From an optimization exercise on the open Yosys and OpenROAD flow, aimed at small area; shortcuts taken in it are not production practice.
In this exercise RTL edits were held to simulation tests only and were not proved equivalent to the original.
The clock cells of runs 5 and 6 come from the design's own scripts or RTL, not from TritonCTS.
The clock input has no modelled driver; a real chip could not lean on it and would need a root buffer or a full tree.
Power figures rest on the tool's default switching activity, not on a simulated workload.

**design/flow/design.v**
```verilog
`timescale 1ns/1ps
module mtm_Alu (
    input  wire clk,    
    input  wire rst_n,  
    input  wire sin,    
    output wire sout    
);
localparam [1:0] RX = 2'd0, CP = 2'd1, TX = 2'd2, TE = 2'd3;
reg  [1:0]  ph;
reg  [3:0]  bc;
reg  [3:0]  fc;
reg  [64:0] q;       
reg         p;       
reg         ls, rs;  
reg         up;      
reg         sd;      
reg         dly;     
reg         t;       
reg  [3:0]  crc;     
reg         op2, op0;
reg         cf;      
reg         ov;      
wire rx = (ph == RX);
wire cp = (ph == CP);
wire tx = (ph == TX);
wire te = (ph == TE);
wire pay   = !bc[3];                 
wire b7    = (bc == 4'd7);
wire b8    = (bc == 4'd8);
wire full  = !fc[3] && fc[2] && fc[1];  
wire tend  = tx && b8 && fc[2] && fc[0];
wire eend  = te && b8;
wire a   = q[0] ^ p;
wire b   = q[32] ^ p;
wire c   = op2 ? (a ^ b ^ cf) : (op0 ? (a | b) : (a & b));
wire cfn = op2 & (((a ^ op0) & b) | (((a ^ op0) | b) & cf));
wire step = cp && rs && !up;    
reg  tbit;
always @* begin
    if (te)
        case ({t && full, dly})
            2'b11:   tbit = 8'b11001001 >> bc[2:0];    
            2'b10:   tbit = 8'b10100101 >> bc[2:0];    
            default: tbit = 8'b10010011 >> bc[2:0];    
        endcase
    else if (fc[2])
        tbit = (bc[2:0] == 3'd0) ? 1'b0 : (bc[2:0] == 3'd4) ? (q[63] ^ p) :
               bc[2] ? crc[2] : cf;    
    else
        tbit = q[31] ^ p;
end
wire cd  = tx ? tbit : (sin | (t && bc == 4'd0));
wire cfb = cd ^ (tx ? crc[2] : crc[3]);
wire crc_ok = (crc[2:0] == 3'd0) && !cfb;
wire push = rx && !t && (pay || (b8 && dly));
wire txsh = tx && pay && !fc[2];
wire up_n = ls && !push && !txsh;
reg  [1:0] ph_n;
reg  [3:0] bc_n, fc_n;
always @* begin
    ph_n = ph;
    fc_n = fc;
    if (rx && b8)
        bc_n = sin ? bc : 4'd15;
    else if (tend || eend || (cp && !step))
        bc_n = bc;
    else
        bc_n = bc + 4'd1;
    if ((b7 && (tx || step || (rx && !t && !full))) || tend)
        fc_n = fc + 4'd1;
    if (rx && b7 && (t || full)) begin
        if (t && full && !dly && crc_ok) begin
            ph_n = CP;
        end else begin
            ph_n = TE;
            bc_n = 4'd9;
        end
    end
    if (step && b7 && fc[0])
        ph_n = TX;
    if (tend)
        ph_n = RX;
    if (eend) begin
        ph_n = RX;
        fc_n = 4'd14;
    end
    if (!rst_n) begin
        ph_n = RX;
        bc_n = 4'd8;
        fc_n = 4'd14;
    end
end
wire cp_n   = cp && !(step && b7 && fc[0]);
wire push_n = rx && !t && ((!bc[3] && !b7) || (b7 && dly && !full));
wire txsh_n = tx && !fc[2] && ((!bc[3] && !b7) || (bc == 4'd15));
wire ls_n   = push_n || txsh_n || (!cp_n && !up_n);
wire lo  = (dly ? sd : sin) ^ p;
wire hi  = 1'b0;
wire mid = step ? (c ^ p) : q[32];
integer i;
always @(posedge clk) begin
    sd  <= sin;
    p   <= !p;
    ls  <= ls_n;
    rs  <= !ls_n;
    ph  <= ph_n;
    bc  <= bc_n;
    fc  <= fc_n;
    up  <= up_n;
    q[0]  <= !((lo | rs) & (q[1] | ls));
    for (i = 1; i < 64; i = i + 1)
        if (i != 31) q[i] <= !((q[i-1] | rs) & (q[i+1] | ls));
    q[31] <= !((q[30] | rs) & (mid | ls));
    q[64] <= !((q[63] | rs) & (hi | ls));
    if (!cp && pay) crc <= {crc[2:0], 1'b0} ^ {2'b00, cfb, cfb};
    if (tend || eend) crc <= 4'd0;
    if (rx) begin
        if (bc == 4'd15) t <= sin;
        if (b8) dly <= 1'b0;
        if (!t && bc == 4'd0) dly <= up;
        if (t && bc == 4'd2) dly <= sin;
        if (t && bc == 4'd1) op2 <= sin;
        if (t && bc == 4'd3) op0 <= sin;
        cf <= 1'b0;
    end
    if (tx && fc[2] && pay && bc[2:0] != 3'd0) begin
        cf <= ov;
        ov <= t;
    end
    if (step) begin
        cf <= cfn;
        ov <= cf ^ cfn;
        t  <= t & !c;
    end
    if (!rst_n) begin
        p   <= 1'b0;
        ls  <= 1'b1;
        rs  <= 1'b0;
        up  <= 1'b0;
        crc <= 4'd0;
    end
end
assign sout = (rx || cp) || !((bc == 4'd14) || ((bc == 4'd15) && tx && !fc[2]) || (pay && !tbit));
endmodule
```
**design/flow/standard.sh**
```bash
#!/bin/bash
# synth_recipe.tcl (not shown) runs the flow's synth.tcl, then flattens the netlist and writes it again
# the make line also repeats each setting of config.mk as NAME=value (left out here)
make -C /OpenROAD-flow-scripts/flow DESIGN_CONFIG=/design/flow/config.mk WORK_HOME=/design/flow/orfs CLKGATE_MAP_FILE= SYNTH_SCRIPT=/design/flow/synth_recipe.tcl "${@:-finish}"
```
**design/flow/config.mk**
```make
export PLATFORM = sky130hd
export DESIGN_NAME = mtm_Alu
export DESIGN_NICKNAME = mtm_Alu
export VERILOG_FILES = /design/flow/design.v
export SDC_FILE = /design/flow/constraint.sdc
export NUM_CORES = 4
export LEC_CHECK = 0
export ABC_AREA = 1
export CAP_MARGIN = 20
export CORE_MARGIN = 2
export CORE_UTILIZATION = 40
export SLEW_MARGIN = 20
```
**design/flow/constraint.sdc**
```tcl
create_clock -name core_clock -period 8.0 [get_ports {clk}]
set_input_delay 1.6000 -clock core_clock [delete_from_list [all_inputs] [get_ports {clk}]]
set_output_delay 1.6000 -clock core_clock [all_outputs]
set_load 0.01 [all_outputs]
```
**design/flow/flow/run.sh**
```bash
#!/bin/bash
# The standard layout (standard.sh, standard synthesis unchanged), with two changes:
# clock tree synthesis adds no dummy loads, and the port buffers are buf_1 cells.
# make's output goes to standard.log; each step's full log stays under orfs/logs.
set -euo pipefail
export CTS_ARGS="-sink_clustering_enable -repair_clock_nets -dont_use_dummy_load -buf_list {sky130_fd_sc_hd__clkbuf_4 sky130_fd_sc_hd__clkbuf_8}"
export BUFFER_PORTS_ARGS="-buffer_cell sky130_fd_sc_hd__buf_1"
bash standard.sh > standard.log 2>&1
```
==> summary.txt, run 1 <==
Synth
  • Ys Warns: 1
  • Mapped Area: 3486 um2
  • Most frequent cells after synthesis: 84 x dfxtp_1, 63 x o22ai_1, 58 x nand2_1, 27 x nand3_1, 26 x inv_1
  • Syn_area_per_cell: 8.825 um2
  • Total of flip-flops plus latches after synthesis: 90
  • Number of standard cells after synthesis: between 300 and 400
  • Mapped Nets: between 400 and 500
  • Leading post-synthesis cells by cell area: dfxtp_1 48%, o22ai_1 11%, nand2_1 6.2%
  • Library cell with the largest summed area after synthesis: dfxtp_1
  • Portion of the post-synthesis area used by sequential elements: ~53%
  • Library cell with the highest instance count after synthesis: dfxtp_1
  • FFs w/ async S/R, synth: 0%
  • Number of enable-type register cells in the synthesized netlist: 6
  • Fraction of synthesized cell area taken by the top area cell type: 48.24%
  • Unique masters post-synth: 36
  • Prevailing post-synth register cell: dfxtp_1

Drt
  • Wirelength per Cell: about 14 um
  • Total length of routed met2 wires: 3028 um
  • Detailed router's first-iteration violation count: approximately 130
  • Via count of the routed design: around 2.7k
  • Pre-antenna DRT Iters: 4
  • Top Layer Used: met4
  • ANT nets after route: 0
  • Vias per inst: 5.468
  • Drt total wl: 6858 um
  • DRC violations left: 0
  • Wire length on met3: 353 um
  • Total routed wire length on the met1 layer: 3356 um

Critical path
  • Number of cell instances on the worst register-to-register path: 8
  • Reg-to-reg endpoint: q[31]$_DFF_P_
  • Startpoint types: flip-flop
  • Critical Path Sink Type: output pin
  • Signal arrival time at the worst endpoint: 2.03 ns
  • Reg-to-reg critical path startpoint: p$_SDFF_PN0_
  • Reg2reg setup slack: between 5 and 6 ns
  • CP Max Fanout: 6
  • CP required: 6.40 ns
  • Type of the setup path with the least slack: flip-flop to output pin

STA
  • Final Setup Violations: 0
  • Number of hold violations in the final report: 0
  • Unrepaired setup endpoints after global routing: false
  • Tightest hold margin: 0.3961 ns
  • Max-slew violation count: 0
  • Actual transition at the worst max-transition pin: 0.6201 ns
  • F_max: around 0.28 GHz
  • Final Cycle Share: 45.39%
  • Headroom to the max-slew limit: a little under 60%
  • Worst clock skew: 0.03148 ns
  • Accumulated negative setup slack: 0 ns
  • Post-route minimum period: approximately 3.6 ns

Global route
  • First-pass GRT wire length: 11830 um
  • Global-route usage over all layers: 15.41%
  • Number of global-route vias before repair: roughly 2.6k
  • Pin count of the biggest net entering global routing: between 60 and 70
  • Antenna violations before repair: 0
  • Final global-route overflow total: 0

Clock network
  • CTS tree: done
  • CTS Hold Bufs: 0
  • Worst skew pair latency: 0.35 ns
  • H-tree depth: 3
  • Cts repair resizes: 0
  • Clock-pin transition on the worst setup and hold timing paths: 0.09 ns
  • Total clock buffers created by CTS: 9
  • Count of clock tree sinks: 90
  • CTS Buffer Depth: 2
  • Cell chosen for the clock root: clkbuf_8
  • Number of setup buffers added after CTS: 0

Die
  • Top Ports: 4
  • Die X: 97.35 um
  • Effective utilization at floorplan: between 40% and 50%
  • Full die area: 9477 um2
  • Core area: between 8000 and 9000 um2
  • Count of standard-cell rows: 34
  • Die extent in y: 97.35 um

Finish
  • Layout Nets: 402
  • Number of inserted diodes: 0
  • Layout filler cell count: 856
  • Share of post-route cells with drive strength above 1: 10.26%
  • Final non-filler cell area: 3691 um2
  • Synth-to-layout area growth: 5.887%

Power
  • Reported leakage power: about 1.5 nW
  • Power density of the placed cells: 365.5 nW/um2
  • VDD IR max: 0.1027 mV

Min path
  • Classification of the worst-slack hold path: flip-flop to flip-flop
  • Worst hold path endpoint: q[28]$_DFF_P_
  • Worst hold path startpoint: q[29]$_DFF_P_
  • Hold Path Cell Cnt: 1

Place
  • Final GP Congestion: 0.9176
  • Sum of net half-perimeters after detailed placement: 4787 um
  • Number of port buffers: 3
  • Area after DPL: 3562 um2

Outcome
  • Outcome: timing/DRC/antenna clean

Flow run
  • # Max-Cap Violations: 0
critical path, stage by stage, from the launching register on:
cell	delay (ns)
dfxtp_1	0.36
inv_1	0.18
ha_1	0.30
inv_1	0.09
a21oi_1	0.13
nand2_1	0.06
nand2_1	0.08
nand2_1	0.05
a21oi_1	0.13
nand2_1	0.07
nand2_1	0.05
nand2_1	0.05
buf_1	0.13
metal layers:
layer	vias to the layer above	global-route usage [%]
met3	11	4.748
met2	59	23.61
li1	1389	-
met5	-	0
met4	0	6.197
met1	1264	20.38
metrics by stage:
stage	power, mW	instances	setup slack, ns	utilization (%)
floorplan	1.036	395	5.033	-
global placement	1.109	489	4.786	41.45
detailed placement	1.125	489	4.768	41.45
global route	1.447	498	4.179	42.95
finish	1.349	498	4.369	42.95
CTS	1.361	498	4.394	42.89
logic make-up after synthesis:
| logic type | synth area share (%) |
|---|---|
| fa+ha+maj | 2.512 |
| compound gates | 18.27 |
| flops | 53.41 |
| buf+inv | 5.743 |
| xor+xnor | 1.221 |
| simple gates | 18.84 |
flip-flops by register name (all words and copies together) (netlist names):
register and count:
crc 4, cf 1, bc 4, dly 1, q 65, op2 1, up 1, rs 1
ls 1, fc 4, op0 1, p 1, t 1, ov 1, ph 2, sd 1
power by group:
group | switching (mW) | internal [mW]
clock network | 0.132 | 0.101
registers | 0.158 | 0.650
logic | 0.154 | 0.155
total | 0.443 | 0.906
how the worst max path moves through the flow:
| stage | end | slack [ns] | cells after the start | from |
|---|---|---|---|---|
| CTS | sout | 4.39 | 12 | bc[0]$_SDFF_PN0_ |
| floorplan | sout | 5.03 | 11 | bc[1]$_SDFF_PN0_ |
| detailed placement | sout | 4.77 | 12 | bc[0]$_SDFF_PN0_ |
| global placement | sout | 4.79 | 12 | bc[0]$_SDFF_PN0_ |
| finish | sout | 4.37 | 12 | bc[0]$_SDFF_PN0_ |
| global route | sout | 4.18 | 12 | bc[1]$_SDFF_PN0_ |
layout make-up:
cell class	count	area [um2]	share of cell area, %
clock buffers	9	123.9	3.356
inverters	34	127.6	3.458
multi-input cells	254	1424	38.58
flip-flops and latches	90	1869	50.64
well taps	108	135.1	3.661
repair buffers	3	11.26	0.3051
cells in the final DEF, fill, tap and decap left out, types with 2 or more instances in the layout:
cell / n
dfxtp_1: 82
o22ai_1: 63
nand2_1: 58
nand3_1: 27
inv_1: 26
nor2_1: 23
o21ai_0: 14
a21oi_1: 14
clkbuf_8: 9
inv_2: 8
ha_1: 7
o21ai_1: 6
edfxtp_1: 6
nor2_2: 5
nor3_1: 5
nand2_2: 4
a31oi_1: 4
xor2_1: 3
nand4_1: 3
buf_1: 3
a32oi_1: 2
nor3_2: 2
nand3_2: 2
nor4_1: 2
dfxtp_4: 2
==> inputs of run 2 (changes only) <==
==> design/flow/flow/run.sh (replaced) <==
#!/bin/bash
# The standard layout (standard.sh, standard synthesis unchanged), with two changes:
# clock tree synthesis adds no dummy loads, and the port buffers are buf_1 cells.
# make's output goes to standard.log; each step's full log stays under orfs/logs.
set -euo pipefail
export CTS_ARGS="-sink_clustering_enable -repair_clock_nets -dont_use_dummy_load -buf_list sky130_fd_sc_hd__clkbuf_4 -root_buf sky130_fd_sc_hd__clkbuf_8"
export BUFFER_PORTS_ARGS="-buffer_cell sky130_fd_sc_hd__buf_1"
bash standard.sh > standard.log 2>&1
==> summary.txt, run 2 <==
Clock network
  • Cts repair resizes: 0 (unchanged)
  • Clock-pin transition on the worst setup and hold timing paths: 0.09 ns (about the same)
  • Cell chosen for the clock root: clkbuf_8
  • Worst skew pair latency: 0.35 ns (about the same)
  • CTS tree: done
  • H-tree depth: 3 (unchanged)
  • CTS Buffer Depth: 2 (unchanged)
  • Number of setup buffers added after CTS: 0 (unchanged)
  • Total clock buffers created by CTS: 9 (unchanged)
  • CTS Hold Bufs: 0 (unchanged)
  • Count of clock tree sinks: 90 (unchanged)

Finish
  • Combined flip-flop and latch cell area: 1869 um2 (unchanged)
  • Area occupied by multi-input gates: 1424 um2 (unchanged)
  • Number of inserted diodes: 0 (unchanged)
  • Final non-filler cell area: 3691 um2 (unchanged)
  • Share of post-route cells with drive strength above 1: 10.26% (unchanged)
  • Number of flip-flops in the largest register: 65 (unchanged)
  • Synth-to-layout area growth: 5.887% (unchanged)
  • Leading cell types in the layout, fill and taps excluded: 82 x dfxtp_1, 63 x o22ai_1, 58 x nand2_1, 27 x nand3_1, 26 x inv_1
  • Layout Nets: 402 (unchanged)
  • Register with the most flip-flops: q
  • Leading cell type in the layout, fill and taps excluded: dfxtp_1
  • Layout filler cell count: 856 (unchanged)

Critical path
  • Worst path most repeated cell: nand2_1
  • CP Max Fanout: 6 (unchanged)
  • Number of cell instances on the worst register-to-register path: 8 (unchanged)
  • Critical path's top delay family: buffers and inverters
  • Reg2reg setup slack: 5.89 ns (about the same)
  • Type of the setup path with the least slack: flip-flop to output pin
  • Critical path's largest stage delay: 0.36 ns (about the same)
  • Cells traversed along the worst timing path: inv_1 > ha_1 > inv_1 > a21oi_1 > nand2_1 > nand2_1 > nand2_1 > a21oi_1 > nand2_1 > nand2_1 > nand2_1 > buf_1
  • Reg-to-reg critical path startpoint: p$_SDFF_PN0_
  • Number of gates on the worst path with buffers counted: 12 (unchanged)
  • Critical-path top delay cell: dfxtp_1
  • Critical Path Sink Type: output pin
  • Beginning of the critical path: bc[0]$_SDFF_PN0_
  • CP required: 6.40 ns (about the same)
  • Signal arrival time at the worst endpoint: 2.03 ns (about the same)
  • Startpoint types: flip-flop
  • Buffers and inverters on the worst path: 3 (unchanged)

STA
  • Post-route minimum period: 3.631 ns (unchanged)
  • Final Cycle Share: 45.39% (unchanged)
  • Worst-case setup margin in the final layout: 4.369 ns (unchanged)
  • Worst clock skew: 0.03148 ns (unchanged)
  • Final Setup Violations: 0 (unchanged)
  • Headroom to the max-slew limit: 58.66% (unchanged)
  • Tightest hold margin: 0.3961 ns (unchanged)
  • Number of hold violations in the final report: 0 (unchanged)
  • Actual transition at the worst max-transition pin: 0.6201 ns (unchanged)
  • Max-slew violation count: 0 (unchanged)
  • Unrepaired setup endpoints after global routing: false
  • Accumulated negative setup slack: 0 ns (unchanged)
  • F_max: 0.2754 GHz (unchanged)

Drt
  • DRC violations left: 0 (unchanged)
  • Vias per inst: 5.468 (unchanged)
  • Wirelength per Cell: 13.77 um (unchanged)
  • ANT nets after route: 0 (unchanged)
  • Detailed router's first-iteration violation count: 127 (unchanged)
  • Pre-antenna DRT Iters: 4 (unchanged)
  • Via count of the routed design: 2723 (unchanged)
  • Drt total wl: 6858 um (unchanged)

Place
  • Sum of net half-perimeters after detailed placement: 4787 um (unchanged)
  • Area after DPL: 3562 um2 (unchanged)
  • Final GP Congestion: 0.9176 (unchanged)
  • Setup slack after placement: 4.768 ns (unchanged)
  • Number of port buffers: 3 (unchanged)

Synth
  • Fraction of synthesized cell area taken by the top area cell type: 48.24% (unchanged)
  • Post-synthesis simple-gate area fraction: 18.84% (unchanged)
  • Xor/xnor cell area share of the yosys netlist: 1.220% (unchanged)
  • Main combinational cell family by area after synthesis: simple AND/OR/NAND/NOR gates
  • Ys Warns: 1 (unchanged)
  • Post-synthesis adder-cell area fraction: 2.513% (unchanged)
  • Prevailing post-synth register cell: dfxtp_1
  • Total of flip-flops plus latches after synthesis: 90 (unchanged)
  • Number of standard cells after synthesis: 395 (unchanged)
  • Most frequent cells after synthesis: 84 x dfxtp_1, 63 x o22ai_1, 58 x nand2_1, 27 x nand3_1, 26 x inv_1
  • Unique masters post-synth: 36 (unchanged)
  • Proportion of synthesized area in mux cells: 0% (unchanged)
  • Syn_area_per_cell: 8.825 um2 (unchanged)
  • Number of enable-type register cells in the synthesized netlist: 6 (unchanged)
  • Mapped Nets: 405 (unchanged)
  • Fraction of the mapped netlist area in compound gates: 18.27% (unchanged)
  • Leading post-synthesis cells by cell area: dfxtp_1 48%, o22ai_1 11%, nand2_1 6.2%
  • FFs w/ async S/R, synth: 0% (unchanged)
  • Portion of the post-synthesis area used by sequential elements: 53.41% (unchanged)
  • Library cell with the largest summed area after synthesis: dfxtp_1
  • Mapped Area: 3486 um2 (unchanged)
  • Library cell with the highest instance count after synthesis: dfxtp_1

Min path
  • Worst hold path startpoint: q[29]$_DFF_P_
  • Classification of the worst-slack hold path: flip-flop to flip-flop
  • Hold Path Cell Cnt: 1 (unchanged)

Die
  • Effective utilization at floorplan: 40.56% (unchanged)
  • Full die area: 9477 um2 (unchanged)
  • Die extent in y: 97.35 um (unchanged)
  • Core area: 8593 um2 (unchanged)
  • Count of standard-cell rows: 34 (unchanged)
  • Top Ports: 4 (unchanged)
  • Die X: 97.35 um (unchanged)

Power
  • Reported leakage power: 1.484 nW (unchanged)
  • Overall power consumption: 1.349 mW (unchanged)
  • Power density of the placed cells: 365.5 nW/um2 (unchanged)
  • VDD IR max: 0.1027 mV (unchanged)

Global route
  • First-pass GRT wire length: 11830 um (unchanged)
  • Pin count of the biggest net entering global routing: 67 (unchanged)
  • Global-route usage over all layers: 15.41% (unchanged)
  • Number of global-route vias before repair: 2594 (unchanged)
  • Antenna violations before repair: 0 (unchanged)
  • Final global-route overflow total: 0 (unchanged)

Flow run
  • # Max-Cap Violations: 0 (unchanged)

Outcome
  • Outcome: timing/DRC/antenna clean
==> run 2: cell counts after synthesis <==
Identical to the previous run, type by type.
==> run 2: worst paths after layout <==
check             endpoint
max                   sout
min          q[28]$_DFF_P_
max reg2reg  q[31]$_DFF_P_
min reg2reg  q[28]$_DFF_P_
==> run 2: layout make-up <==
| class | instances | share of cell area, % |
|---|---|---|
| inverters | 34 | 3.458 |
| clock buffers | 9 | 3.356 |
| repair buffers | 3 | 0.3051 |
| multi-input cells | 254 | 38.58 |
| well taps | 108 | 3.661 |
| flip-flops and latches | 90 | 50.64 |
==> run 2: per-stage QoR <==
step / util, % / std cells
2_1_floorplan: - / 395
3_3_place_gp: 41.45 / 489
3_5_place_dp: 41.45 / 489
4_1_cts: 42.89 / 498
5_1_grt: 42.95 / 498
6_report: 42.95 / 498
==> run 2: kinds of logic after synthesis <==
| group | after synthesis |
|---|---|
| AND/OR/NAND/NOR | 137 |
| AO/OA/AOI/OAI | 106 |
| flip-flops | 90 |
| buffers and inverters | 51 |
| adder cells (fa/ha/maj) | 7 |
| XOR/XNOR | 4 |
==> run 2: report_power, final <==
part,total [mW],switching [mW],internal [mW]
Sequential,0.808,0.158,0.650
Clock,0.233,0.132,0.101
Combinational,0.309,0.154,0.155
==> run 2: per-layer routing <==
metal  track usage (%)  wire, um  vias up
met1             20.38      3356     1264
met2             23.61      3028       59
met4             6.197       119        0
met5                 0         0        -
met3             4.748       353       11
li1                  -         -     1389
==> inputs of run 3 (changes only) <==
==> design/flow/flow/run.sh (replaced) <==
#!/bin/bash
# The standard layout (standard.sh, standard synthesis unchanged), with two changes:
# clock tree synthesis adds no dummy loads, and the port buffers are buf_1 cells.
# make's output goes to standard.log; each step's full log stays under orfs/logs.
set -euo pipefail
export CTS_ARGS="-sink_clustering_enable -repair_clock_nets -dont_use_dummy_load"
export BUFFER_PORTS_ARGS="-buffer_cell sky130_fd_sc_hd__buf_1"
bash standard.sh > standard.log 2>&1
--- a/design/flow/config.mk
+++ b/design/flow/config.mk
@@ -6,5 +6,4 @@
 export NUM_CORES = 4
 export LEC_CHECK = 0
-export ABC_AREA = 1
 export CAP_MARGIN = 20
 export CORE_MARGIN = 2
==> summary.txt, run 3 <==
Synth
  • Mapped Nets: 361 (-11%)
  • Number of standard cells after synthesis: 351 (-11%)
  • Xor/xnor cell area share of the yosys netlist: 2.368% (+1.1 points)
  • Total of flip-flops plus latches after synthesis: 90 (unchanged)
  • Most frequent cells after synthesis: 84 x dfxtp_1, 65 x o22ai_1, 18 x nor2_1, 13 x clkbuf_1, 12 x nand2_1
  • Main combinational cell family by area after synthesis: compound AO/OA/AOI/OAI gates
  • FFs w/ async S/R, synth: 0% (unchanged)
  • Ys Warns: 1 (unchanged)
  • Library cell with the largest summed area after synthesis: dfxtp_1
  • Unique masters post-synth: 66 (+83%)
  • Portion of the post-synthesis area used by sequential elements: 52.60% (-0.81 points)
  • Syn_area_per_cell: 10.08 um2 (+14%)
  • Post-synthesis adder-cell area fraction: 2.757% (+0.24 points)
  • Number of enable-type register cells in the synthesized netlist: 6 (unchanged)
  • Leading post-synthesis cells by cell area: dfxtp_1 48%, o22ai_1 11%, edfxtp_1 5.1%
  • Fraction of synthesized cell area taken by the top area cell type: 47.51% (-0.73 points)
  • Prevailing post-synth register cell: dfxtp_1
  • Library cell with the highest instance count after synthesis: dfxtp_1
  • Proportion of synthesized area in mux cells: 1.767% (+1.8 points)
  • Post-synthesis simple-gate area fraction: 14.28% (-4.6 points)
  • Mapped Area: 3540 um2 (+1.5%)
  • Fraction of the mapped netlist area in compound gates: 22.38% (+4.1 points)

Global route
  • Pin count of the biggest net entering global routing: 67 (unchanged)
  • Number of global-route vias before repair: 2455 (-5.4%)
  • Antenna violations before repair: 0 (unchanged)
  • Final global-route overflow total: 0 (unchanged)
  • First-pass GRT wire length: 11880 um (+0.41%)
  • Global-route usage over all layers: 15.05% (-0.36 points)

Place
  • Final GP Congestion: 0.8699 (-5.2%)
  • Placed Cells incl. Taps: 440 (-10%)
  • Sum of net half-perimeters after detailed placement: 4603 um (-3.8%)
  • Area after DPL: 3590 um2 (+0.77%)
  • Setup slack after placement: 4.393 ns (-0.3748 ns)
  • Number of port buffers: 3 (unchanged)

Min path
  • Classification of the worst-slack hold path: flip-flop to flip-flop

Drt
  • Via count of the routed design: 2632 (-3.3%)
  • Drt total wl: 7009 um (+2.2%)
  • Vias per inst: 5.862 (+7.2%)
  • ANT nets after route: 0 (unchanged)
  • Detailed router's first-iteration violation count: 157 (+24%)
  • Pre-antenna DRT Iters: 4 (unchanged)
  • Wirelength per Cell: 15.61 um (+13%)
  • DRC violations left: 0 (unchanged)

Die
  • Top Ports: 4 (unchanged)
  • Full die area: 9618 um2 (+1.5%)
  • Core area: 8636 um2 (+0.50%)
  • Die X: 98.07 um (+0.74%)
  • Count of standard-cell rows: 34 (unchanged)
  • Effective utilization at floorplan: 40.99% (+0.42 points)
  • Die extent in y: 98.07 um (+0.74%)

Power
  • VDD IR max: 0.1554 mV (+51%)
  • Overall power consumption: 1.322 mW (-2.0%)
  • Power density of the placed cells: 355.5 nW/um2 (-2.7%)
  • Reported leakage power: 1.376 nW (-7.3%)

Clock network
  • H-tree depth: 3 (unchanged)
  • Count of clock tree sinks: 90 (unchanged)
  • Worst skew pair latency: 0.35 ns (about the same)
  • Cts repair resizes: 0 (unchanged)
  • Number of setup buffers added after CTS: 0 (unchanged)
  • CTS Buffer Depth: 2 (unchanged)
  • CTS Hold Bufs: 0 (unchanged)
  • Clock-pin transition on the worst setup and hold timing paths: 0.07 ns (-0.02 ns)
  • Cell chosen for the clock root: clkbuf_8
  • Total clock buffers created by CTS: 9 (unchanged)
  • CTS tree: done

Critical path
  • Type of the setup path with the least slack: flip-flop to output pin
  • Cells traversed along the worst timing path: inv_1 > ha_1 > nand2b_1 > o32ai_1 > nor2_1 > o32ai_1 > o21ai_1 > buf_1
  • CP required: 6.40 ns (about the same)
  • Critical-path top delay cell: dfxtp_1
  • Signal arrival time at the worst endpoint: 2.38 ns (+0.35 ns)
  • Worst path most repeated cell: o32ai_1
  • Critical Path Sink Type: output pin
  • CP Max Fanout: 8 (+2)
  • Critical path's largest stage delay: 0.45 ns (+0.09 ns)
  • Startpoint types: flip-flop

Finish
  • Layout Nets: 353 (-12%)
  • Leading cell types in the layout, fill and taps excluded: 82 x dfxtp_1, 65 x o22ai_1, 18 x nor2_1, 12 x nand2_1, 11 x nand3_1
  • Leading cell type in the layout, fill and taps excluded: dfxtp_1
  • Area occupied by multi-input gates: 1541 um2 (+8.3%)
  • Layout filler cell count: 866 (+1.2%)
  • Combined flip-flop and latch cell area: 1869 um2 (unchanged)
  • Number of flip-flops in the largest register: 65 (unchanged)
  • Register with the most flip-flops: q
  • Number of inserted diodes: 0 (unchanged)
  • Layout Cells excl Fill: 449 (-9.8%)
  • Final non-filler cell area: 3719 um2 (+0.75%)
  • Synth-to-layout area growth: 5.055%
  • Share of post-route cells with drive strength above 1: 7.038% (-3.2 points)

STA
  • Unrepaired setup endpoints after global routing: false
  • Worst clock skew: 0.03574 ns (+0.004261 ns)
  • Final Cycle Share: 49.70% (+4.3 points)
  • Number of hold violations in the final report: 0 (unchanged)
  • Actual transition at the worst max-transition pin: 0.6249 ns (+0.004720 ns)
  • Accumulated negative setup slack: 0 ns (unchanged)
  • F_max: 0.2515 GHz (-8.7%)
  • Headroom to the max-slew limit: 58.34% (-0.31 points)
  • Final Setup Violations: 0 (unchanged)
  • Worst-case setup margin in the final layout: 4.024 ns (-0.3442 ns)
  • Max-slew violation count: 0 (unchanged)
  • Post-route minimum period: 3.976 ns (+0.3442 ns)

Outcome
  • Outcome: timing/DRC/antenna clean

Flow run
  • # Max-Cap Violations: 0 (unchanged)
run 3: changes by cell type in the layout (fill, tap and decap cells not counted), moves of 4 or more:
cell | before | now
or3_1 | 0 | 4
inv_2 | 8 | 2
nand2b_1 | 0 | 7
o21ai_0 | 14 | 10
mux2i_1 | 0 | 4
nand2_1 | 58 | 12
nor2_2 | 5 | 1
a21oi_1 | 14 | 8
inv_1 | 26 | 8
nor2b_1 | 0 | 4
nor3_1 | 5 | 9
nor2_1 | 23 | 18
nand3_1 | 27 | 11
run 3: cell type report:
class	count	area share [%]
Sequential cell	90	50.27
Multi-Input combinational cell	229	41.45
Tap cell	108	3.634
Clock buffer	9	3.331
Inverter	10	1.009
Timing Repair Buffer	3	0.3028
run 3: routing by layer:
layer	track usage [%]	wire [um]	vias to the layer above
met5	0	0	-
met4	7.051	146	0
met3	3.006	262	14
met2	22.50	3118	56
met1	20.96	3481	1259
li1	-	-	1303
run 3: final timing paths:
path | startpoint | to | slack [ns] | depth (start not counted)
hold reg to reg | q[64]$_DFF_P_ | q[63]$_DFF_P_ | 0.43 | 1
setup / recovery | bc[0]$_SDFF_PN0_ | sout | 4.02 | 8
setup reg to reg | rs$_SDFF_PN0_ | fc[3]$_SDFFE_PP1P_ | 5.74 | 5
hold / removal | q[64]$_DFF_P_ | q[63]$_DFF_P_ | 0.43 | 1
run 3: power breakdown:
part | total, mW | switching, mW | internal, mW | leakage, nW
logic | 0.290 | 0.129 | 0.161 | 0.548
registers | 0.798 | 0.153 | 0.645 | 0.763
clock network | 0.234 | 0.133 | 0.101 | 0.0647
run 3: stage by stage:
| step | hold WS (ns) | utilization (%) |
|---|---|---|
| global route | 0.4495 | 43.06 |
| CTS | 0.4271 | 43.00 |
| detailed placement | 0.4142 | 41.57 |
| finish | 0.4277 | 43.06 |
| floorplan | 0.3993 | - |
| global placement | 0.4078 | 41.57 |
run 3: kinds of logic (layout without fill, tap and decap cells):
| group | Yosys count | count (layout) |
|---|---|---|
| flip-flops | 90 | 90 |
| buffers and inverters | 32 | 22 |
| XOR/XNOR | 8 | 8 |
| AND/OR/NAND/NOR | 90 | 90 |
| AO/OA/AOI/OAI | 117 | 117 |
| multiplexers | 6 | 6 |
| adder cells (fa/ha/maj) | 8 | 8 |
run 3: critical path: cells and delay by family, from the launching register on:
| family | cells | cell delay [ns] |
|---|---|---|
| AOI/OAI and AO/OA | 3 | 0.71 |
| and+or+nand+nor | 2 | 0.28 |
| buffers and inverters | 2 | 0.28 |
| DFF | 1 | 0.45 |
| adders and majority gates | 1 | 0.31 |
==> inputs of run 4 (changes only) <==
--- a/design/flow/config.mk
+++ b/design/flow/config.mk
@@ -6,4 +6,5 @@
 export NUM_CORES = 4
 export LEC_CHECK = 0
+export ABC_AREA = 1
 export CAP_MARGIN = 20
 export CORE_MARGIN = 2
==> summary.txt, run 4 <==
Critical path
  • Critical path's largest stage delay: 0.36 ns (-0.09 ns)
  • Type of the setup path with the least slack: flip-flop to output pin
  • Critical path's top delay family: buffers and inverters
  • Buffers and inverters on the worst path: 3 (+1)
  • Critical Path Sink Type: output pin
  • Reg-to-reg endpoint: q[31]$_DFF_P_
  • CP required: 6.40 ns (about the same)
  • Worst path most repeated cell: nand2_1
  • CP Max Fanout: 6 (-2)
  • Cells traversed along the worst timing path: inv_1 > ha_1 > inv_1 > a21oi_1 > nand2_1 > nand2_1 > nand2_1 > a21oi_1 > nand2_1 > nand2_1 > nand2_1 > buf_1
  • Startpoint types: flip-flop
  • Reg-to-reg critical path startpoint: p$_SDFF_PN0_
  • Signal arrival time at the worst endpoint: 2.03 ns (-0.35 ns)
  • Number of cell instances on the worst register-to-register path: 8 (+3)
  • Critical-path top delay cell: dfxtp_1
  • Reg2reg setup slack: 5.89 ns (+0.15 ns)

Die
  • Die extent in y: 97.35 um (-0.73%)
  • Top Ports: 4 (unchanged)
  • Count of standard-cell rows: 34 (unchanged)
  • Effective utilization at floorplan: 40.56% (-0.42 points)
  • Core area: 8593 um2 (-0.49%)
  • Full die area: 9477 um2 (-1.5%)
  • Die X: 97.35 um (-0.73%)

Drt
  • Wirelength per Cell: 13.77 um (-12%)
  • Vias per inst: 5.468 (-6.7%)
  • ANT nets after route: 0 (unchanged)
  • Detailed router's first-iteration violation count: 127 (-19%)
  • Drt total wl: 6858 um (-2.2%)
  • Via count of the routed design: 2723 (+3.5%)
  • DRC violations left: 0 (unchanged)
  • Pre-antenna DRT Iters: 4 (unchanged)

Synth
  • Total of flip-flops plus latches after synthesis: 90 (unchanged)
  • Most frequent cells after synthesis: 84 x dfxtp_1, 63 x o22ai_1, 58 x nand2_1, 27 x nand3_1, 26 x inv_1
  • Portion of the post-synthesis area used by sequential elements: 53.41% (+0.81 points)
  • Number of enable-type register cells in the synthesized netlist: 6 (unchanged)
  • Fraction of synthesized cell area taken by the top area cell type: 48.24% (+0.73 points)
  • Leading post-synthesis cells by cell area: dfxtp_1 48%, o22ai_1 11%, nand2_1 6.2%
  • Mapped Area: 3486 um2 (-1.5%)
  • Ys Warns: 1 (unchanged)
  • Library cell with the highest instance count after synthesis: dfxtp_1
  • Syn_area_per_cell: 8.825 um2 (-12%)
  • Unique masters post-synth: 36 (-45%)
  • Prevailing post-synth register cell: dfxtp_1
  • FFs w/ async S/R, synth: 0% (unchanged)
  • Library cell with the largest summed area after synthesis: dfxtp_1
  • Mapped Nets: 405 (+12%)
  • Number of standard cells after synthesis: 395 (+13%)

STA
  • Worst clock skew: 0.03148 ns (-0.004261 ns)
  • Actual transition at the worst max-transition pin: 0.6201 ns (-0.004720 ns)
  • Unrepaired setup endpoints after global routing: false
  • F_max: 0.2754 GHz (+9.5%)
  • Worst-case setup margin in the final layout: 4.369 ns (+0.3442 ns)
  • Final Cycle Share: 45.39% (-4.3 points)
  • Final Setup Violations: 0 (unchanged)
  • Number of hold violations in the final report: 0 (unchanged)
  • Post-route minimum period: 3.631 ns (-0.3442 ns)
  • Headroom to the max-slew limit: 58.66% (+0.31 points)
  • Accumulated negative setup slack: 0 ns (unchanged)
  • Max-slew violation count: 0 (unchanged)

Global route
  • Number of global-route vias before repair: 2594 (+5.7%)
  • Pin count of the biggest net entering global routing: 67 (unchanged)
  • Final global-route overflow total: 0 (unchanged)
  • Global-route usage over all layers: 15.41% (+0.36 points)
  • Antenna violations before repair: 0 (unchanged)
  • First-pass GRT wire length: 11830 um (-0.40%)

Clock network
  • Cell chosen for the clock root: clkbuf_8
  • CTS Buffer Depth: 2 (unchanged)
  • Cts repair resizes: 0 (unchanged)
  • Count of clock tree sinks: 90 (unchanged)
  • Worst skew pair latency: 0.35 ns (about the same)
  • CTS Hold Bufs: 0 (unchanged)
  • Clock-pin transition on the worst setup and hold timing paths: 0.09 ns (+0.02 ns)
  • Number of setup buffers added after CTS: 0 (unchanged)
  • CTS tree: done
  • Total clock buffers created by CTS: 9 (unchanged)
  • H-tree depth: 3 (unchanged)

Finish
  • Leading cell type in the layout, fill and taps excluded: dfxtp_1
  • Share of post-route cells with drive strength above 1: 10.26% (+3.2 points)
  • Number of inserted diodes: 0 (unchanged)
  • Final core utilization: 42.95% (-0.11 points)
  • Number of flip-flops in the largest register: 65 (unchanged)
  • Layout Nets: 402 (+14%)
  • Synth-to-layout area growth: 5.887%
  • Register with the most flip-flops: q
  • Layout Cells excl Fill: 498 (+11%)
  • Leading cell types in the layout, fill and taps excluded: 82 x dfxtp_1, 63 x o22ai_1, 58 x nand2_1, 27 x nand3_1, 26 x inv_1

Place
  • Placed Cells incl. Taps: 489 (+11%)
  • Sum of net half-perimeters after detailed placement: 4787 um (+4.0%)
  • Final GP Congestion: 0.9176 (+5.5%)
  • Number of port buffers: 3 (unchanged)
  • Setup slack after placement: 4.768 ns (+0.3748 ns)

Min path
  • Worst hold path endpoint: q[28]$_DFF_P_
  • Hold Path Cell Cnt: 1 (unchanged)
  • Worst hold path startpoint: q[29]$_DFF_P_
  • Classification of the worst-slack hold path: flip-flop to flip-flop

Power
  • VDD IR max: 0.1027 mV (-34%)
  • Power density of the placed cells: 365.5 nW/um2 (+2.8%)
  • Reported leakage power: 1.484 nW (+7.9%)
  • Overall power consumption: 1.349 mW (+2.1%)

Outcome
  • Outcome: timing/DRC/antenna clean

Flow run
  • # Max-Cap Violations: 0 (unchanged)
[run 4: cell count changes in the layout (fill, tap and decap cells not counted), sizes merged, moves of 3 or more]
cell,before,now
nor2b,5,0
inv,10,34
nand2,13,63
nand3,11,30
nor2,19,29
mux2i,4,0
and3,3,0
nand4,1,4
o21ai,13,21
nand2b,7,0
o21a,3,0
or3,4,0
a21oi,8,14
[run 4: layout make-up]
type	instances	area [um2]
timing repair buffer	3	11.26
fill	856	4902
multi-input combinational	254	1424
sequential	90	1869
inverter	34	127.6
tap	108	135.1
clock buffer	9	123.9
[run 4: metal layers]
layer  global-route usage [%]  share of wire [%]  vias up  routed length (um)
met5                        0                  0        -                   0
met4                    6.197                1.7        0                 119
met3                    4.748                5.1       11                 353
met2                    23.61                 44       59                3028
met1                    20.38                 49     1264                3356
li1                         -                  -     1389                   -
[run 4: cells by family after synthesis]
logic type / after synthesis / share of synthesized area [%]
AND/OR/NAND/NOR: 137 / 18.84
AO/OA/AOI/OAI: 106 / 18.27
flip-flops: 90 / 53.41
buffers and inverters: 51 / 5.743
adder cells (fa/ha/maj): 7 / 2.512
XOR/XNOR: 4 / 1.221
[run 4: per-stage QoR]
step	hold slack, ns	instance area, um2
finish	0.3961	3691
global placement	0.3948	3562
floorplan	0.3881	3486
global route	0.4226	3691
CTS	0.4019	3686
detailed placement	0.3993	3562
[run 4: worst max-delay path by stage]
stage,start,endpoint,slack (ns),cells past startpoint
6_report,bc[0]$_SDFF_PN0_,sout,4.37,12
5_1_grt,bc[1]$_SDFF_PN0_,sout,4.18,12
2_1_floorplan,bc[1]$_SDFF_PN0_,sout,5.03,11
3_3_place_gp,bc[0]$_SDFF_PN0_,sout,4.79,12
4_1_cts,bc[0]$_SDFF_PN0_,sout,4.39,12
3_5_place_dp,bc[0]$_SDFF_PN0_,sout,4.77,12
[run 4: worst register-to-register path: stages, from the launching register on]
cell     delay, ns
dfxtp_1       0.52
xnor2_2       0.19
inv_1         0.07
ha_1          0.31
or2_2         0.31
a32oi_1       0.30
nor2_1        0.06
o21ai_0       0.14
o21ai_0       0.09
[run 4: power by group]
group | leakage, nW | internal [mW] | switching [mW]
registers | 0.763 | 0.650 | 0.158
logic | 0.656 | 0.155 | 0.154
clock network | 0.0647 | 0.101 | 0.132
total | 1.48 | 0.906 | 0.443
==> inputs of run 5 (changes only) <==
--- a/design/flow/design.v
+++ b/design/flow/design.v
@@ -29,6 +29,6 @@
 wire b8    = (bc == 4'd8);
 wire full  = !fc[3] && fc[2] && fc[1];  
-wire tend  = tx && b8 && fc[2] && fc[0];
-wire eend  = te && b8;
+wire tend  = tx && b7 && fc[2];
+wire eend  = te && b7;
 wire a   = q[0] ^ p;
 wire b   = q[32] ^ p;
@@ -63,9 +63,9 @@
     if (rx && b8)
         bc_n = sin ? bc : 4'd15;
-    else if (tend || eend || (cp && !step))
+    else if (cp && !step)
         bc_n = bc;
     else
         bc_n = bc + 4'd1;
-    if ((b7 && (tx || step || (rx && !t && !full))) || tend)
+    if (b7 && (tx || step || (rx && !t && !full)))
         fc_n = fc + 4'd1;
     if (rx && b7 && (t || full)) begin
@@ -74,12 +74,9 @@
         end else begin
             ph_n = TE;
-            bc_n = 4'd9;
         end
     end
     if (step && b7 && fc[0])
         ph_n = TX;
-    if (tend)
-        ph_n = RX;
-    if (eend) begin
+    if (tend || eend) begin
         ph_n = RX;
         fc_n = 4'd14;
==> design/flow/flow/run.sh (replaced) <==
#!/bin/bash
# The standard layout (standard.sh, standard synthesis unchanged), with these changes:
#  - the port buffers are buf_1 cells;
#  - after clock tree synthesis, flow/clocktree.tcl replaces its tree by three clkbuf_16
#    buffers fed by the clock port, each driving the clock pins of a third of the
#    flip-flops (cut by position); the rest of the flow (routing, finish) is standard.
# Logs: standard_cts.log and standard.log (make's output), clocktree.log (OpenROAD's),
# and each ORFS step's full log under orfs/logs.
set -euo pipefail
export CTS_ARGS="-sink_clustering_enable -repair_clock_nets -dont_use_dummy_load"
export BUFFER_PORTS_ARGS="-buffer_cell sky130_fd_sc_hd__buf_1"
bash standard.sh cts > standard_cts.log 2>&1
R=orfs/results/${FLOW_PLATFORM}/mtm_Alu/base
LIB=$(ls ${FLOW_HOME}/platforms/${FLOW_PLATFORM}/lib/sky130_fd_sc_hd__tt_025C_1v80.lib) \
PLATFORM_DIR=${FLOW_HOME}/platforms/${FLOW_PLATFORM} \
IN_ODB=$R/4_cts.odb IN_SDC=$R/4_cts.sdc OUT_ODB=$R/4_cts_new.odb \
NBUF=3 BUFCELL=sky130_fd_sc_hd__clkbuf_16 \
  openroad -no_init -exit flow/clocktree.tcl > clocktree.log 2>&1
cp $R/4_cts_new.odb $R/4_1_cts.odb
sleep 1
cp $R/4_cts_new.odb $R/4_cts.odb
rm -f $R/4_cts_new.odb
bash standard.sh > standard.log 2>&1
==> design/flow/flow/clocktree.tcl (new file) <==
# Rebuild the clock tree that CTS made: drive the flip-flop clock pins from NBUF buffers of
# type BUFCELL, all fed by the clock port's net. Reads and writes the odb given in env vars.
set lib $::env(LIB)
read_db $::env(IN_ODB)
read_liberty $lib
read_sdc $::env(IN_SDC)
source $::env(PLATFORM_DIR)/setRC.tcl
set block [ord::get_db_block]
set nbuf $::env(NBUF)
set bufcell $::env(BUFCELL)
set db [ord::get_db]
set master [$db findMaster $bufcell]
# the clock port's net
set clkbterm [$block findBTerm clk]
set rootnet [$clkbterm getNet]
# collect sinks: flip-flop clock pins reached through the CTS buffers
set sinks {}
set todo [list $rootnet]
set cts_bufs {}
set cts_nets {}
while {[llength $todo] > 0} {
  set net [lindex $todo 0]
  set todo [lrange $todo 1 end]
  foreach it [$net getITerms] {
    if {[$it isOutputSignal]} { continue }
    set inst [$it getInst]
    set mname [[$inst getMaster] getName]
    if {[string match "*clkbuf*" $mname] || [string match "*clkinv*" $mname]} {
      lappend cts_bufs $inst
      foreach o [$inst getITerms] {
        if {[$o isOutputSignal] && [$o getNet] ne "NULL"} {
          lappend todo [$o getNet]
          lappend cts_nets [$o getNet]
        }
      }
    } else {
      lappend sinks $it
    }
  }
}
puts "sinks [llength $sinks], old clock buffers [llength $cts_bufs]"
foreach it $sinks { $it disconnect }
foreach inst $cts_bufs { odb::dbInst_destroy $inst }
foreach net $cts_nets { odb::dbNet_destroy $net }
# order the sinks by position and cut them into nbuf groups
set pts {}
foreach it $sinks {
  set inst [$it getInst]
  set loc [$inst getLocation]
  lappend pts [list [lindex $loc 0] [lindex $loc 1] $it]
}
set n [llength $pts]
if {$nbuf == 2} {
  set pts [lsort -integer -index 0 $pts]
  set groups [list [lrange $pts 0 [expr {$n/2-1}]] [lrange $pts [expr {$n/2}] end]]
} elseif {$nbuf == 4} {
  set pts [lsort -integer -index 0 $pts]
  set h [expr {$n/2}]
  set groups {}
  foreach half [list [lrange $pts 0 [expr {$h-1}]] [lrange $pts $h end]] {
    set half [lsort -integer -index 1 $half]
    set m [llength $half]
    lappend groups [lrange $half 0 [expr {$m/2-1}]] [lrange $half [expr {$m/2}] end]
  }
} else {
  set pts [lsort -integer -index 0 $pts]
  set groups {}
  for {set g 0} {$g < $nbuf} {incr g} {
    lappend groups [lrange $pts [expr {$g*$n/$nbuf}] [expr {($g+1)*$n/$nbuf-1}]]
  }
}
set g 0
foreach grp $groups {
  set sx 0; set sy 0
  foreach p $grp { incr sx [lindex $p 0]; incr sy [lindex $p 1] }
  set cx [expr {$sx / [llength $grp]}]
  set cy [expr {$sy / [llength $grp]}]
  set inst [odb::dbInst_create $block $master "clkbuf_leaf_$g"]
  $inst setLocation $cx $cy
  $inst setPlacementStatus PLACED
  set net [odb::dbNet_create $block "clknet_leaf_$g"]
  $net setSigType CLOCK
  foreach it [$inst getITerms] {
    set mt [[$it getMTerm] getName]
    if {$mt eq "A"} { $it connect $rootnet }
    if {$mt eq "X"} { $it connect $net }
  }
  foreach p $grp { [lindex $p 2] connect $net }
  puts "leaf $g: [llength $grp] sinks at $cx $cy"
  incr g
}
detailed_placement
check_placement -verbose
estimate_parasitics -placement
report_clock_skew
set worst 0
foreach pin [all_registers -clock_pins -edge_triggered] {
  foreach edge {rise fall} {
    foreach a {min max} {
      set s [expr {[sta::time_ui_sta [get_property $pin slew_${a}_$edge]] * 1e12}]
      if {$s > $worst} { set worst $s }
    }
  }
}
puts "worst flip-flop clock pin slew (placement estimate): $worst ps"
report_check_types -max_slew -max_capacitance
write_db $::env(OUT_ODB)
==> summary.txt, run 5 <==
Synth
  • Prevailing post-synth register cell: dfxtp_1
  • Portion of the post-synthesis area used by sequential elements: 53.91% (+0.50 points)
  • Mapped Area: 3453 um2 (-0.93%)
  • Leading post-synthesis cells by cell area: dfxtp_1 49%, o22ai_1 11%, nand2_1 5.9%
  • Ys Warns: 1 (unchanged)
  • Fraction of synthesized cell area taken by the top area cell type: 48.70% (+0.45 points)
  • Most frequent cells after synthesis: 84 x dfxtp_1, 63 x o22ai_1, 54 x nand2_1, 33 x inv_1
  • Syn_area_per_cell: 8.923 um2 (+1.1%)
  • Unique masters post-synth: 39 (+8.3%)
  • Number of enable-type register cells in the synthesized netlist: 6 (unchanged)
  • Library cell with the largest summed area after synthesis: dfxtp_1
  • Mapped Nets: 397 (-2.0%)
  • Number of standard cells after synthesis: 387 (-2.0%)
  • FFs w/ async S/R, synth: 0% (unchanged)
  • Library cell with the highest instance count after synthesis: dfxtp_1
  • Total of flip-flops plus latches after synthesis: 90 (unchanged)

STA
  • Headroom to the max-slew limit: 57.67% (-0.99 points)
  • Final Cycle Share: 42.38% (-3.0 points)
  • Actual transition at the worst max-transition pin: 0.6349 ns (+0.01478 ns)
  • F_max: 0.2950 GHz (+7.1%)
  • Final Setup Violations: 0 (unchanged)
  • Unrepaired setup endpoints after global routing: false
  • Tightest hold margin: 0.4159 ns (+0.01982 ns)
  • Worst clock skew: 0.009770 ns (-0.02171 ns)
  • Accumulated negative setup slack: 0 ns (unchanged)
  • Post-route minimum period: 3.390 ns (-0.2413 ns)
  • Number of hold violations in the final report: 0 (unchanged)
  • Max-slew violation count: 0 (unchanged)

Power
  • Power density of the placed cells: 344.8 nW/um2 (-5.7%)
  • Net switching component of the power: 0.3900 mW (-12%)
  • Overall power consumption: 1.245 mW (-7.7%)
  • P_int: 0.8550 mW (-5.6%)
  • VDD IR max: 0.1383 mV (+35%)
  • Share of total power consumed by net switching: 31.32% (-1.5 points)
  • Reported leakage power: 1.466 nW (-1.2%)
  • Combinational share of power: 21.5% (-1.4 points)
  • Portion of total power attributed to sequential cells: 64.5% (+4.6 points)
  • Part of the power in the clock network: 14.0% (-3.2 points)

Clock network
  • Clock-pin transition on the worst setup and hold timing paths: 0.10 ns (about the same)
  • Number of setup buffers added after CTS: 0 (unchanged)
  • CTS Hold Bufs: 0 (unchanged)
  • Count of clock tree sinks: 90 (unchanged)
  • Cts repair resizes: 0 (unchanged)
  • Worst skew pair latency: 0.17 ns (-0.18 ns)

Global route
  • Gr busiest metal: met2
  • First-pass GRT wire length: 11030 um (-6.8%)
  • Final global-route overflow total: 0 (unchanged)
  • Global-route usage over all layers: 13.63% (-1.8 points)
  • Global-route track usage on met3: 2.168% (-2.6 points)
  • GR met2 Demand/Resource: 20.99% (-2.6 points)
  • Pin count of the biggest net entering global routing: 67 (unchanged)
  • Number of global-route vias before repair: 2388 (-7.9%)
  • Antenna violations before repair: 0 (unchanged)
  • Met1 routing resource usage after global routing: 20.57% (+0.19 points)

Drt
  • DRC violations left: 0 (unchanged)
  • Pre-antenna DRT Iters: 4 (unchanged)
  • Via count of the routed design: 2569 (-5.7%)
  • Detailed router's first-iteration violation count: 128 (+0.79%)
  • Drt total wl: 6320 um (-7.8%)
  • Vias per inst: 5.330 (-2.5%)
  • Wirelength per Cell: 13.11 um (-4.8%)
  • ANT nets after route: 0 (unchanged)

Min path
  • Worst hold path startpoint: q[64]$_DFF_P_
  • Classification of the worst-slack hold path: flip-flop to flip-flop

Critical path
  • Cells traversed along the worst timing path: nand2_1 > nor2_2 > nand2_2 > nor2_2 > inv_1 > nand3_1 > nand3_1 > a21oi_1 > o21ai_1 > nand2_1 > buf_1
  • Critical path's largest stage delay: 0.46 ns (+0.10 ns)
  • Type of the setup path with the least slack: flip-flop to output pin
  • Critical-path top delay cell: dfxtp_1
  • Reg-to-reg critical path startpoint: p$_SDFF_PN0_
  • Startpoint types: flip-flop
  • CP required: 6.40 ns (about the same)
  • Critical Path Sink Type: output pin
  • Signal arrival time at the worst endpoint: 1.79 ns (-0.24 ns)
  • Beginning of the critical path: fc[2]$_SDFFE_PP1P_
  • CP Max Fanout: 8 (+2)

Die
  • Top Ports: 4 (unchanged)
  • Full die area: 9393 um2 (-0.89%)
  • Die X: 96.92 um (-0.45%)
  • Die extent in y: 96.92 um (-0.45%)
  • Count of standard-cell rows: 33 (-2.9%)
  • Core area: 8299 um2 (-3.4%)
  • Effective utilization at floorplan: 41.61% (+1.0 points)

Place
  • Sum of net half-perimeters after detailed placement: 4552 um (-4.9%)
  • Final GP Congestion: 0.8531 (-7.0%)
  • Number of port buffers: 3 (unchanged)

Flow run
  • # Max-Cap Violations: 0 (unchanged)

Finish
  • Leading cell type in the layout, fill and taps excluded: dfxtp_1
  • Leading cell types in the layout, fill and taps excluded: 82 x dfxtp_1, 63 x o22ai_1, 54 x nand2_1, 33 x inv_1
  • Register with the most flip-flops: q
  • Number of flip-flops in the largest register: 65 (unchanged)
  • Share of post-route cells with drive strength above 1: 8.223% (-2.0 points)
  • Layout filler cell count: 822 (-4.0%)
  • Final core utilization: 43.51% (+0.56 points)
  • Layout Nets: 389 (-3.2%)
  • Number of inserted diodes: 0 (unchanged)
  • Synth-to-layout area growth: 4.565%

Outcome
  • Outcome: timing/DRC/antenna clean
## run 5: changes by cell type in the layout (fill, tap and decap cells not counted), sizes merged, moves of 2 or more
cell | previous run | this run
o211ai | 1 | 4
nor2 | 29 | 32
a21oi | 14 | 8
nor3 | 7 | 4
clkbuf | 9 | 3
nand3 | 30 | 25
inv | 34 | 40
nand2 | 63 | 57
nand4 | 4 | 2
o21ai | 21 | 23
## run 5: area by class of cell
class	count	area, um2	share of cell area [%]
Inverter	41	155.1	4.297
Multi-Input combinational cell	240	1369	37.91
Timing Repair Buffer	3	11.26	0.3119
Tap cell	105	131.4	3.638
Buffer	3	75.07	2.079
Sequential cell	90	1869	51.77
## run 5: power groups by stage
stage | clock network [mW] | registers (mW) | logic, mW
3_5_place_dp | 0 | 0.813 | 0.268
3_3_place_gp | 0 | 0.809 | 0.256
6_report | 0.174 | 0.803 | 0.267
2_1_floorplan | 0 | 0.735 | 0.264
5_1_grt | 0.197 | 0.830 | 0.307
4_1_cts | 0.244 | 0.803 | 0.270
## run 5: logic make-up after synthesis
group,count (synthesis),synth area share [%]
simple gates,122,16.99
compound gates,107,19.10
flops,90,53.91
buf+inv,57,6.449
fa+ha+maj,7,2.536
xor+xnor,4,1.015
## run 5: stage by stage
stage                     std cells  area (um2)  setup slack, ns
after floorplan                 387        3453            5.121
after global placement          479        3531            4.913
after detailed placement        479        3531            4.807
after CTS                       488        3655            4.419
after global routing            482        3611            4.389
final                           482        3611            4.610
## run 5: metal layers
layer | part of all wire [%] | wire [um]
met5 | 0 | 0
met4 | 0.84 | 53
met3 | 1.9 | 120
met2 | 45 | 2857
met1 | 52 | 3289
## run 5: final timing paths
check                        to  slack, ns  cells past startpoint
hold reg to reg   q[63]$_DFF_P_       0.42                      1
hold / removal    q[63]$_DFF_P_       0.42                      1
setup reg to reg  q[31]$_DFF_P_       6.12                     10
setup / recovery           sout       4.61                     11
## run 5: critical path, delay by kind of cell, from the launching register on
kind            cells  cell delay, ns
flops               1            0.46
compound gates      2            0.22
buf+inv             2            0.24
simple gates        7            0.69
==> inputs of run 6 (changes only) <==
--- a/design/flow/design.v
+++ b/design/flow/design.v
@@ -29,6 +29,6 @@
 wire b8    = (bc == 4'd8);
 wire full  = !fc[3] && fc[2] && fc[1];  
-wire tend  = tx && b7 && fc[2];
-wire eend  = te && b7;
+wire tend  = tx && b8 && fc[2] && fc[0];
+wire eend  = te && b8;
 wire a   = q[0] ^ p;
 wire b   = q[32] ^ p;
@@ -63,9 +63,9 @@
     if (rx && b8)
         bc_n = sin ? bc : 4'd15;
-    else if (cp && !step)
+    else if (tend || eend || (cp && !step))
         bc_n = bc;
     else
         bc_n = bc + 4'd1;
-    if (b7 && (tx || step || (rx && !t && !full)))
+    if ((b7 && (tx || step || (rx && !t && !full))) || tend)
         fc_n = fc + 4'd1;
     if (rx && b7 && (t || full)) begin
@@ -74,9 +74,12 @@
         end else begin
             ph_n = TE;
+            bc_n = 4'd9;
         end
     end
     if (step && b7 && fc[0])
         ph_n = TX;
-    if (tend || eend) begin
+    if (tend)
+        ph_n = RX;
+    if (eend) begin
         ph_n = RX;
         fc_n = 4'd14;
==> summary.txt, run 6 <==
Outcome
  • Outcome: timing/DRC/antenna clean

Clock network
  • Count of clock tree sinks: 90 (unchanged)
  • CTS Hold Bufs: 0 (unchanged)
  • Clock-pin transition on the worst setup and hold timing paths: 0.11 ns (about the same)
  • Number of setup buffers added after CTS: 0 (unchanged)
  • Cts repair resizes: 0 (unchanged)
  • Worst skew pair latency: 0.17 ns (about the same)

Power
  • Share of total power consumed by net switching: 32.33% (+1.0 points)
  • Overall power consumption: 1.291 mW (+3.7%)
  • Net switching component of the power: 0.4176 mW (+7.1%)
  • Combinational share of power: 23.9% (+2.4 points)
  • Part of the power in the clock network: 13.6% (-0.4 points)
  • Portion of total power attributed to sequential cells: 62.5% (-2.0 points)
  • Power density of the placed cells: 354.6 nW/um2 (+2.8%)
  • P_int: 0.8739 mW (+2.2%)
  • VDD IR max: 0.1699 mV (+23%)
  • Reported leakage power: 1.456 nW (-0.71%)

Drt
  • Vias per inst: 5.431 (+1.9%)
  • Drt total wl: 6673 um (+5.6%)
  • DRC violations left: 0 (unchanged)
  • ANT nets after route: 0 (unchanged)
  • Pre-antenna DRT Iters: 5 (+1)
  • Detailed router's first-iteration violation count: 138 (+7.8%)
  • Via count of the routed design: 2672 (+4.0%)
  • Wirelength per Cell: 13.56 um (+3.4%)

Synth
  • Total of flip-flops plus latches after synthesis: 90 (unchanged)
  • Syn_area_per_cell: 8.825 um2 (-1.1%)
  • Library cell with the highest instance count after synthesis: dfxtp_1
  • Mapped Area: 3486 um2 (+0.94%)
  • Unique masters post-synth: 36 (-7.7%)
  • Mapped Nets: 405 (+2.0%)
  • Number of enable-type register cells in the synthesized netlist: 6 (unchanged)
  • Prevailing post-synth register cell: dfxtp_1
  • Most frequent cells after synthesis: 84 x dfxtp_1, 63 x o22ai_1, 58 x nand2_1, 27 x nand3_1, 26 x inv_1
  • Library cell with the largest summed area after synthesis: dfxtp_1
  • Portion of the post-synthesis area used by sequential elements: 53.41% (-0.50 points)
  • Leading post-synthesis cells by cell area: dfxtp_1 48%, o22ai_1 11%, nand2_1 6.2%
  • Number of standard cells after synthesis: 395 (+2.1%)
  • FFs w/ async S/R, synth: 0% (unchanged)
  • Ys Warns: 1 (unchanged)
  • Fraction of synthesized cell area taken by the top area cell type: 48.24% (-0.45 points)

Die
  • Count of standard-cell rows: 34 (+3.0%)
  • Full die area: 9477 um2 (+0.90%)
  • Die X: 97.35 um (+0.45%)
  • Core area: 8593 um2 (+3.5%)
  • Effective utilization at floorplan: 40.56% (-1.0 points)
  • Top Ports: 4 (unchanged)
  • Die extent in y: 97.35 um (+0.45%)

Critical path
  • Signal arrival time at the worst endpoint: 1.88 ns (+0.09 ns)
  • Reg2reg setup slack: 5.84 ns (-0.28 ns)
  • CP required: 6.40 ns (about the same)
  • CP Max Fanout: 6 (-2)
  • Type of the setup path with the least slack: flip-flop to output pin
  • Critical Path Sink Type: output pin
  • Startpoint types: flip-flop

Finish
  • Leading cell type in the layout, fill and taps excluded: dfxtp_1
  • Leading cell types in the layout, fill and taps excluded: 82 x dfxtp_1, 63 x o22ai_1, 58 x nand2_1, 27 x nand3_1, 26 x inv_1
  • Number of flip-flops in the largest register: 65 (unchanged)
  • Synth-to-layout area growth: 4.487% (about the same)
  • Layout Nets: 396 (+1.8%)
  • Share of post-route cells with drive strength above 1: 8.854% (+0.63 points)
  • Layout Cells excl Fill: 492 (+2.1%)
  • Register with the most flip-flops: q
  • Number of inserted diodes: 0 (unchanged)

Place
  • Number of port buffers: 3 (unchanged)
  • Sum of net half-perimeters after detailed placement: 4787 um (+5.2%)
  • Placed Cells incl. Taps: 489 (+2.1%)
  • Final GP Congestion: 0.9176 (+7.6%)

STA
  • Final Cycle Share: 43.46% (+1.1 points)
  • Post-route minimum period: 3.476 ns (+0.08629 ns)
  • Max-slew violation count: 0 (unchanged)
  • Worst clock skew: 0.01345 ns (+0.003682 ns)
  • Headroom to the max-slew limit: 58.50% (+0.83 points)
  • Final Setup Violations: 0 (unchanged)
  • Number of hold violations in the final report: 0 (unchanged)
  • F_max: 0.2877 GHz (-2.5%)
  • Accumulated negative setup slack: 0 ns (unchanged)
  • Unrepaired setup endpoints after global routing: false
  • Actual transition at the worst max-transition pin: 0.6225 ns (-0.01245 ns)

Global route
  • Number of global-route vias before repair: 2541 (+6.4%)
  • Global-route usage over all layers: 14.45% (+0.82 points)
  • First-pass GRT wire length: 11610 um (+5.3%)
  • Pin count of the biggest net entering global routing: 67 (unchanged)
  • Final global-route overflow total: 0 (unchanged)
  • Antenna violations before repair: 0 (unchanged)

Flow run
  • # Max-Cap Violations: 0 (unchanged)

Min path
  • Classification of the worst-slack hold path: flip-flop to flip-flop
## run 6: cell types whose count changed in the layout (fill, tap and decap cells not counted), sizes merged, moves of 2 or more
cell	before	now
nand3	25	30
nand2	57	63
inv	40	34
o21ai	23	21
nand4	2	4
nor2	32	29
nor3	4	7
a21oi	8	14
o211ai	4	1
## run 6: final cells by class
type	instances	area, um2
fillers	854	4951
flip-flops and latches	90	1869
multi-input cells	254	1424
well taps	108	135.1
inverters	34	127.6
plain buffers	3	75.07
repair buffers	3	11.26
## run 6: final timing paths
path                         start            end  cells past startpoint
hold reg to reg      q[64]$_DFF_P_  q[63]$_DFF_P_                      1
setup reg to reg      p$_SDFF_PN0_  q[31]$_DFF_P_                      8
setup / recovery  bc[0]$_SDFF_PN0_           sout                     12
hold / removal       q[64]$_DFF_P_  q[63]$_DFF_P_                      1
## run 6: kinds of logic (layout without fill, tap and decap cells)
kind of cell    count (synthesis)  in the layout  share of synthesized area [%]
xor+xnor                        4              4                          1.221
buf+inv                        51             40                          5.743
fa+ha+maj                       7              7                          2.512
simple gates                  137            137                          18.84
flops                          90             90                          53.41
compound gates                106            106                          18.27
## run 6: critical path, cell delays in order (launching register included)
cell and delay (ns):
dfxtp_1 0.38, inv_1 0.17, ha_1 0.30, inv_1 0.09
a21oi_1 0.13, nand2_1 0.06, nand2_1 0.08, nand2_1 0.05
a21oi_1 0.13, nand2_1 0.07, nand2_1 0.05, nand2_1 0.05
buf_1 0.13
## run 6: layer usage
| metal | share of wire, % | global-route usage, % |
|---|---|---|
| met3 | 4.3 | 2.806 |
| met1 | 50 | 20.19 |
| met4 | 0.96 | 2.671 |
| met2 | 45 | 23.66 |
| met5 | 0 | 0 |
## run 6: through the flow
stage          setup slack [ns]  util [%]  instance area, um2  hold WS [ns]
2_1_floorplan             5.033         -                3486        0.3881
3_3_place_gp              4.786     41.45                3562        0.3948
3_5_place_dp              4.768     41.45                3562        0.3993
4_1_cts                   4.394     42.89                3686        0.4019
5_1_grt                   4.327     42.39                3642        0.4268
6_report                  4.524     42.39                3642        0.4121
## run 6: power by group through the flow
stage / sequential (mW) / combinational [mW] / clock [mW]
2_1_floorplan: 0.739 / 0.297 / 0
3_3_place_gp: 0.812 / 0.297 / 0
3_5_place_dp: 0.816 / 0.308 / 0
4_1_cts: 0.807 / 0.310 / 0.244
5_1_grt: 0.835 / 0.354 / 0.195
6_report: 0.807 / 0.309 / 0.176

[re-timing with driven ports]
No port has a modelled driver above. Below, the same layouts with a new extraction and two added sets of constraints. Step 1 (the two cells are an assumption about what drives the block):
set clk [get_ports {clk}]
set_driving_cell -lib_cell sky130_fd_sc_hd__clkbuf_16 $clk
set_driving_cell -lib_cell sky130_fd_sc_hd__buf_2 [delete_from_list [all_inputs] $clk]
Step 2, shift: input delay + t, output delay - t, t = (earliest + latest rising clock arrival at the registers) / 2. This alone moves slack from input paths to output paths. Three values: no drivers, after step 1, after step 2; two values: the first two.
| run | shift t [ns] | slack for setup (ns) | worst hold slack (ns) |
|---|---|---|---|
| run 1 | 0.373 | 4.369 / 4.334 / 4.707 | 0.396 / 0.396 / 0.396 |
| run 2 | 0.373 | 4.369 / 4.334 / 4.707 | 0.396 / 0.396 / 0.396 |
| run 3 | 0.365 | 4.024 / 3.994 / 4.359 | 0.428 / 0.428 / 0.428 |
| run 4 | 0.373 | 4.369 / 4.334 / 4.707 | 0.396 / 0.396 / 0.396 |
| run 5 | 0.222 | 4.610 / 4.552 / 4.774 | 0.416 / 0.416 / 0.416 |
| run 6 | 0.224 | 4.524 / 4.464 / 4.688 | 0.412 / 0.412 / 0.412 |
After both steps setup and hold are still met in every run listed.
